This design comes from an exercise in tuning for small area and a short achievable clock period on the open sky130 flow, not from production work.
At most, simulation tests tie the RTL to the original design; equivalence was not proved.
Power and IR drop assume default switching activity.

==> inputs of trial 14 <==
## Processor_Main_Module
module Processor_Main_Module(data_in,clk,reset,data_out,ins,A,B,current_address,ans_ex,mux_ans_dm,ans_wb,interrupt,
imem_data,dmem_rdata,dmem_en,dmem_we,dmem_wdata);
input  [7:0]  data_in;
input         clk;
input         interrupt;
input         reset;
output reg [7:0] data_out;
input  [19:0] imem_data;
input  [7:0]  dmem_rdata;
output reg    dmem_en;
output reg    dmem_we;
output reg [7:0] dmem_wdata;
output [19:0] ins;
output [7:0]  A;
output [7:0]  B;
output [7:0]  current_address;
output reg [7:0] ans_ex;
output [7:0]  mux_ans_dm;
output reg [7:0] ans_wb;
wire r = reset;
reg        init, spm, s_q1, s_q2, s_q3, sm0;
reg [19:0] it;           
reg [7:0]  ah;           
reg [7:0]  ca2;          
assign ins = spm ? it : imem_data;
wire [4:0] opi = ins[19:15];
wire J3    = &opi[4:2];                  
wire RET   = (opi == 5'd16);
wire JMP   = (opi == 5'd24);
wire ld_s  = init & (opi == 5'd20) & ~s_q1;
wire jmp_s = init & J3 & ~s_q3;
wire hlt_s = init & (opi == 5'd17);
wire stall = ld_s | jmp_s | hlt_s;
wire Zf, Cf;                             
wire [7:0] jl   = RET ? ca2 : (sm0 ? 8'hF0 : ins[7:0]);
wire [7:0] ah1;
pc_inc inc(.a(ah), .y(ah1));             
wire [7:0] seqa = stall ? ah : ah1;
wire early = sm0 | RET | JMP;
wire [7:0] caJ = {8{init}} & jl;
wire [7:0] caS = {8{init}} & (early ? jl : seqa);
wire       fsel = opi[1];
wire [7:0] caF0 = (J3 &  opi[0]) ? caJ : caS;
wire [7:0] caF1 = (J3 & ~opi[0]) ? caJ : caS;
wire [7:0] aZ1 = {8{ fsel}} & caF1, aZ0 = {8{ fsel}} & caF0;
wire [7:0] aC1 = {8{~fsel}} & caF1, aC0 = {8{~fsel}} & caF0;
always @(posedge clk) begin
  init <= r;
  ah   <= current_address;
  it   <= ins;
  ...
==> flow/config.mk <==
export PLATFORM = sky130hd
export DESIGN_NAME = Processor_Main_Module
export DESIGN_NICKNAME = Processor_Main_Module
export VERILOG_FILES = /design/flow/design.v
export SDC_FILE = /design/flow/constraint.sdc
export NUM_CORES = 4
export LEC_CHECK = 0
export CAP_MARGIN = 20
export CORE_MARGIN = 2
export CORE_UTILIZATION = 50
export CTS_CLUSTER_DIAMETER = 70
export CTS_CLUSTER_SIZE = 22
export SETUP_SLACK_MARGIN = 5
export SLEW_MARGIN = 20
export SYNTH_HIERARCHICAL = 1
==> flow/constraint.sdc <==
create_clock -name core_clock -period 12.5 [get_ports {clk}]
set_input_delay 2.5000 -clock core_clock [delete_from_list [all_inputs] [get_ports {clk}]]
set_output_delay 2.5000 -clock core_clock [all_outputs]
set_load 0.01 [all_outputs]
standard.sh (not shown) runs the stock make flow with config.mk's settings and CLKGATE_MAP_FILE= SYNTH_SCRIPT=/design/flow/synth_recipe.tcl, a recipe that flattens the netlist after the stock synthesis.
==> flow/flow/run.sh <==
#!/bin/bash
# The standard layout (standard synthesis unchanged, same settings), except:
#  - the port buffers are plain buffers (buf_2), which the timing repair can resize,
#    instead of the delay cells buffer_ports picks by default; every port is still buffered;
#  - the timing repair aims at a setup margin of 5.5 ns instead of 5;
#  - clock tree synthesis adds no dummy loads (the clustering settings are config.mk's).
set -euo pipefail
bash standard.sh synth > synth.log 2>&1
bash standard.sh SETUP_SLACK_MARGIN=5.5 \
  "BUFFER_PORTS_ARGS=-buffer_cell sky130_fd_sc_hd__buf_2" \
  "CTS_ARGS=-sink_clustering_enable -repair_clock_nets -sink_clustering_size 22 -sink_clustering_max_diameter 70 -dont_use_dummy_load" \
  finish > layout.log 2>&1
==> trial 5: changes against trial 14 <==
--- a/flow/design.v
+++ b/flow/design.v
@@ -175,22 +175,22 @@
   jc_nor3  b0(.a(B[3]), .b(B[4]), .c(B[5]), .y(nb0));
   jc_nor2  b1(.a(B[6]), .b(B[7]), .y(nb1));
   jc_inv   b2(.a(M[0]), .y(nM0));
   jc_nand2 b3(.a(A[7]), .b(nM0), .y(t7));
   jc_aoi21 b4(.a1(isSar), .a2(t7), .b1(isShNB), .y(nbc));
   jc_aoi21 b5(.a1(nb0), .a2(nb1), .b1(nbc), .y(Zbig));
   jc_nor4  s6(.a(Zls), .b(Zrs), .c(Zoth), .d(Zbig), .y(nZo));
-  wire [2:0] Zq, Cq;
+  wire [1:0] Zq, Cq;
   genvar q;
   generate
-    for (q = 0; q < 3; q = q + 1) begin : zq
+    for (q = 0; q < 2; q = q + 1) begin : zq
       jc_o31ai zf(.a1(zl0), .a2(zl1), .a3(nisLZ), .b1(nZo), .y(Zq[q]));
     end
   endgenerate
-  assign Zf = Zq[2];
+  assign Zf = Zq[0];
   wire G10, G32, G54, G76, P10, P32, P54, P76;
   jc_oai21 c10(.a1(np[1]), .a2(ng[0]), .b1(ng[1]), .y(G10));
   jc_oai21 c32(.a1(np[3]), .a2(ng[2]), .b1(ng[3]), .y(G32));
   jc_oai21 c54(.a1(np[5]), .a2(ng[4]), .b1(ng[5]), .y(G54));
   jc_oai21 c76(.a1(np[7]), .a2(ng[6]), .b1(ng[7]), .y(G76));
   jc_nor2  q10(.a(np[1]), .b(np[0]), .y(P10));
   jc_nor2  q32(.a(np[3]), .b(np[2]), .y(P32));
@@ -215,19 +215,19 @@
   jc_inv   y6i(.a(c6n), .y(cy[6]));
   jc_oai21 y7(.a1(np[6]), .a2(c6n), .b1(ng[6]), .y(cy[7]));            
   wire G70, P70, nco;
   jc_oai21 c70(.a1(nP74), .a2(nG30), .b1(nG74), .y(G70));
   jc_nor2  q70(.a(nP74), .b(nP30), .y(P70));
   jc_aoi21 cin(.a1(P70), .a2(sub), .b1(G70), .y(nco));
   generate
-    for (q = 0; q < 3; q = q + 1) begin : cq
+    for (q = 0; q < 2; q = q + 1) begin : cq
       jc_oai21 cf(.a1(nco), .a2(nisAr), .b1(nCo), .y(Cq[q]));
     end
   endgenerate
-  assign Cf = Cq[2];
+  assign Cf = Cq[0];
   genvar j;
   generate
     for (j = 0; j < 8; j = j + 1) begin : out
       wire yz, yc;
       jc_mux2i mz(.a0(aZ0[j]), .a1(aZ1[j]), .s(Zq[j/4]), .y(yz));
       jc_mux2i mcc(.a0(aC0[j]), .a1(aC1[j]), .s(Cq[j/4]), .y(yc));
       jc_nand2 mo(.a(yz), .b(yc), .y(ca[j]));
==> flow/flow/run.sh (replaced) <==
#!/bin/bash
# The standard layout (standard synthesis unchanged, same settings), except:
#  - the port buffers are plain buffers (buf_1), which the timing repair can resize,
#    instead of the delay cells buffer_ports picks by default; every port is still buffered;
#  - the timing repair aims at a setup margin of 5.3 ns instead of 5.
set -euo pipefail
bash standard.sh synth > synth.log 2>&1
bash standard.sh SETUP_SLACK_MARGIN=5.3 \
  "BUFFER_PORTS_ARGS=-buffer_cell sky130_fd_sc_hd__buf_1" \
  finish > layout.log 2>&1
CAP_MARGIN = 10   (was 20)
CORE_UTILIZATION = 55   (was 50)
CTS_CLUSTER_DIAMETER = 80   (was 70)
CTS_CLUSTER_SIZE = 26   (was 22)
SLEW_MARGIN = 10   (was 20)
==> trial 97: changes against trial 14 <==
--- a/flow/design.v
+++ b/flow/design.v
@@ -175,22 +175,22 @@
   jc_nor3  b0(.a(B[3]), .b(B[4]), .c(B[5]), .y(nb0));
   jc_nor2  b1(.a(B[6]), .b(B[7]), .y(nb1));
   jc_inv   b2(.a(M[0]), .y(nM0));
   jc_nand2 b3(.a(A[7]), .b(nM0), .y(t7));
   jc_aoi21 b4(.a1(isSar), .a2(t7), .b1(isShNB), .y(nbc));
   jc_aoi21 b5(.a1(nb0), .a2(nb1), .b1(nbc), .y(Zbig));
   jc_nor4  s6(.a(Zls), .b(Zrs), .c(Zoth), .d(Zbig), .y(nZo));
-  wire [2:0] Zq, Cq;
+  wire [1:0] Zq, Cq;
   genvar q;
   generate
-    for (q = 0; q < 3; q = q + 1) begin : zq
+    for (q = 0; q < 2; q = q + 1) begin : zq
       jc_o31ai zf(.a1(zl0), .a2(zl1), .a3(nisLZ), .b1(nZo), .y(Zq[q]));
     end
   endgenerate
-  assign Zf = Zq[2];
+  assign Zf = Zq[0];
   wire G10, G32, G54, G76, P10, P32, P54, P76;
   jc_oai21 c10(.a1(np[1]), .a2(ng[0]), .b1(ng[1]), .y(G10));
   jc_oai21 c32(.a1(np[3]), .a2(ng[2]), .b1(ng[3]), .y(G32));
   jc_oai21 c54(.a1(np[5]), .a2(ng[4]), .b1(ng[5]), .y(G54));
   jc_oai21 c76(.a1(np[7]), .a2(ng[6]), .b1(ng[7]), .y(G76));
   jc_nor2  q10(.a(np[1]), .b(np[0]), .y(P10));
   jc_nor2  q32(.a(np[3]), .b(np[2]), .y(P32));
@@ -215,19 +215,19 @@
   jc_inv   y6i(.a(c6n), .y(cy[6]));
   jc_oai21 y7(.a1(np[6]), .a2(c6n), .b1(ng[6]), .y(cy[7]));            
   wire G70, P70, nco;
   jc_oai21 c70(.a1(nP74), .a2(nG30), .b1(nG74), .y(G70));
   jc_nor2  q70(.a(nP74), .b(nP30), .y(P70));
   jc_aoi21 cin(.a1(P70), .a2(sub), .b1(G70), .y(nco));
   generate
-    for (q = 0; q < 3; q = q + 1) begin : cq
+    for (q = 0; q < 2; q = q + 1) begin : cq
       jc_oai21 cf(.a1(nco), .a2(nisAr), .b1(nCo), .y(Cq[q]));
     end
   endgenerate
-  assign Cf = Cq[2];
+  assign Cf = Cq[0];
   genvar j;
   generate
     for (j = 0; j < 8; j = j + 1) begin : out
       wire yz, yc;
       jc_mux2i mz(.a0(aZ0[j]), .a1(aZ1[j]), .s(Zq[j/4]), .y(yz));
       jc_mux2i mcc(.a0(aC0[j]), .a1(aC1[j]), .s(Cq[j/4]), .y(yc));
       jc_nand2 mo(.a(yz), .b(yc), .y(ca[j]));
==> flow/flow/run.sh (replaced) <==
#!/bin/bash
# The standard layout (standard synthesis unchanged, same settings), except that the
# port buffers are plain buffers (buf_2), which the timing repair can resize, instead of
# the delay cells buffer_ports picks by default. Every port is still buffered.
set -euo pipefail
bash standard.sh synth > synth.log 2>&1
bash standard.sh "BUFFER_PORTS_ARGS=-buffer_cell sky130_fd_sc_hd__buf_2" finish > layout.log 2>&1
CTS_CLUSTER_DIAMETER = unset   (was 70)
CTS_CLUSTER_SIZE = unset   (was 22)
==> trial 95: changes against trial 14 <==
--- a/flow/design.v
+++ b/flow/design.v
@@ -175,22 +175,22 @@
   jc_nor3  b0(.a(B[3]), .b(B[4]), .c(B[5]), .y(nb0));
   jc_nor2  b1(.a(B[6]), .b(B[7]), .y(nb1));
   jc_inv   b2(.a(M[0]), .y(nM0));
   jc_nand2 b3(.a(A[7]), .b(nM0), .y(t7));
   jc_aoi21 b4(.a1(isSar), .a2(t7), .b1(isShNB), .y(nbc));
   jc_aoi21 b5(.a1(nb0), .a2(nb1), .b1(nbc), .y(Zbig));
   jc_nor4  s6(.a(Zls), .b(Zrs), .c(Zoth), .d(Zbig), .y(nZo));
-  wire [2:0] Zq, Cq;
+  wire [1:0] Zq, Cq;
   genvar q;
   generate
-    for (q = 0; q < 3; q = q + 1) begin : zq
+    for (q = 0; q < 2; q = q + 1) begin : zq
       jc_o31ai zf(.a1(zl0), .a2(zl1), .a3(nisLZ), .b1(nZo), .y(Zq[q]));
     end
   endgenerate
-  assign Zf = Zq[2];
+  assign Zf = Zq[0];
   wire G10, G32, G54, G76, P10, P32, P54, P76;
   jc_oai21 c10(.a1(np[1]), .a2(ng[0]), .b1(ng[1]), .y(G10));
   jc_oai21 c32(.a1(np[3]), .a2(ng[2]), .b1(ng[3]), .y(G32));
   jc_oai21 c54(.a1(np[5]), .a2(ng[4]), .b1(ng[5]), .y(G54));
   jc_oai21 c76(.a1(np[7]), .a2(ng[6]), .b1(ng[7]), .y(G76));
   jc_nor2  q10(.a(np[1]), .b(np[0]), .y(P10));
   jc_nor2  q32(.a(np[3]), .b(np[2]), .y(P32));
@@ -215,19 +215,19 @@
   jc_inv   y6i(.a(c6n), .y(cy[6]));
   jc_oai21 y7(.a1(np[6]), .a2(c6n), .b1(ng[6]), .y(cy[7]));            
   wire G70, P70, nco;
   jc_oai21 c70(.a1(nP74), .a2(nG30), .b1(nG74), .y(G70));
   jc_nor2  q70(.a(nP74), .b(nP30), .y(P70));
   jc_aoi21 cin(.a1(P70), .a2(sub), .b1(G70), .y(nco));
   generate
-    for (q = 0; q < 3; q = q + 1) begin : cq
+    for (q = 0; q < 2; q = q + 1) begin : cq
       jc_oai21 cf(.a1(nco), .a2(nisAr), .b1(nCo), .y(Cq[q]));
     end
   endgenerate
-  assign Cf = Cq[2];
+  assign Cf = Cq[0];
   genvar j;
   generate
     for (j = 0; j < 8; j = j + 1) begin : out
       wire yz, yc;
       jc_mux2i mz(.a0(aZ0[j]), .a1(aZ1[j]), .s(Zq[j/4]), .y(yz));
       jc_mux2i mcc(.a0(aC0[j]), .a1(aC1[j]), .s(Cq[j/4]), .y(yc));
       jc_nand2 mo(.a(yz), .b(yc), .y(ca[j]));
==> flow/flow/run.sh (replaced) <==
#!/bin/bash
# The standard layout (standard synthesis unchanged, same settings), except:
#  - the port buffers are plain buffers (buf_2), which the timing repair can resize,
#    instead of the delay cells buffer_ports picks by default; every port is still buffered;
#  - the timing repair aims at a setup margin of 5.3 ns instead of 5.
set -euo pipefail
bash standard.sh synth > synth.log 2>&1
bash standard.sh SETUP_SLACK_MARGIN=5.3 \
  "BUFFER_PORTS_ARGS=-buffer_cell sky130_fd_sc_hd__buf_2" \
  finish > layout.log 2>&1
CORE_UTILIZATION = 55   (was 50)
==> comparison <==
Of trial 95 and trial 5, trial 95 has the higher global-route usage (gap 0.15 points).
Maximum frequency: trial 97 < trial 95 < trial 5 < trial 14.
Against trial 97, the via count of trial 14 is larger by about 0.6%.
Utilization, highest first: trial 95, trial 5, trial 14, trial 97.
Trial 14 went through all stages and came out clean. Trial 97 went through all stages and came out clean. Trial 95 produced a clean layout. Trial 5 completed with no timing, DRC or antenna violations.
Between trial 5 and trial 14, the lower cell count is in trial 5 (gap about 3.4%, measured against trial 14).
Combinational power: trial 97 < trial 95 < trial 5 < trial 14.
Of trial 5 and trial 14, trial 14 has the higher clock skew (gap 0.036 ns).
The RTL of trial 14 was laid out without a check of its function.

## port drivers added, routing unchanged
No port has a modelled driver above. Below, the same layouts with a new extraction and two added sets of constraints.
Step 1 assumes that a clkbuf_16 drives the clock port and a buf_2 every other input.
Step 2, shift: input delay + t, output delay - t, t = (earliest + latest rising clock arrival at the registers) / 2. This alone moves slack from input paths to output paths.
Slacks: ideal ports / drivers / drivers and shift; pairs: ideal ports / drivers.
| run | shift t [ns] | setup slack, ns | hold slack, ns | clock arrival spread, ns | worst data-port slew with drivers (ns) |
|---|---|---|---|---|---|
| trial 14 | 0.624 | 5.328 / 5.269 / 5.269 | 0.423 / 0.423 / 0.423 | 0.066 / 0.066 | 0.09 |
| trial 5 | 0.613 | 5.310 / 5.285 / 5.285 | 0.442 / 0.442 / 0.442 | 0.029 / 0.029 | 0.08 |
| trial 97 | 0.630 | 5.106 / 5.070 / 5.070 | 0.434 / 0.434 / 0.434 | 0.041 / 0.042 | 0.07 |
| trial 95 | 0.654 | 5.240 / 5.219 / 5.219 | 0.433 / 0.433 / 0.433 | 0.039 / 0.038 | 0.06 |
After both steps every run listed still meets setup and hold. The setup slack of trial 14, which loses most, moves by -0.059 ns with the drivers and by -0.059 ns with both steps.
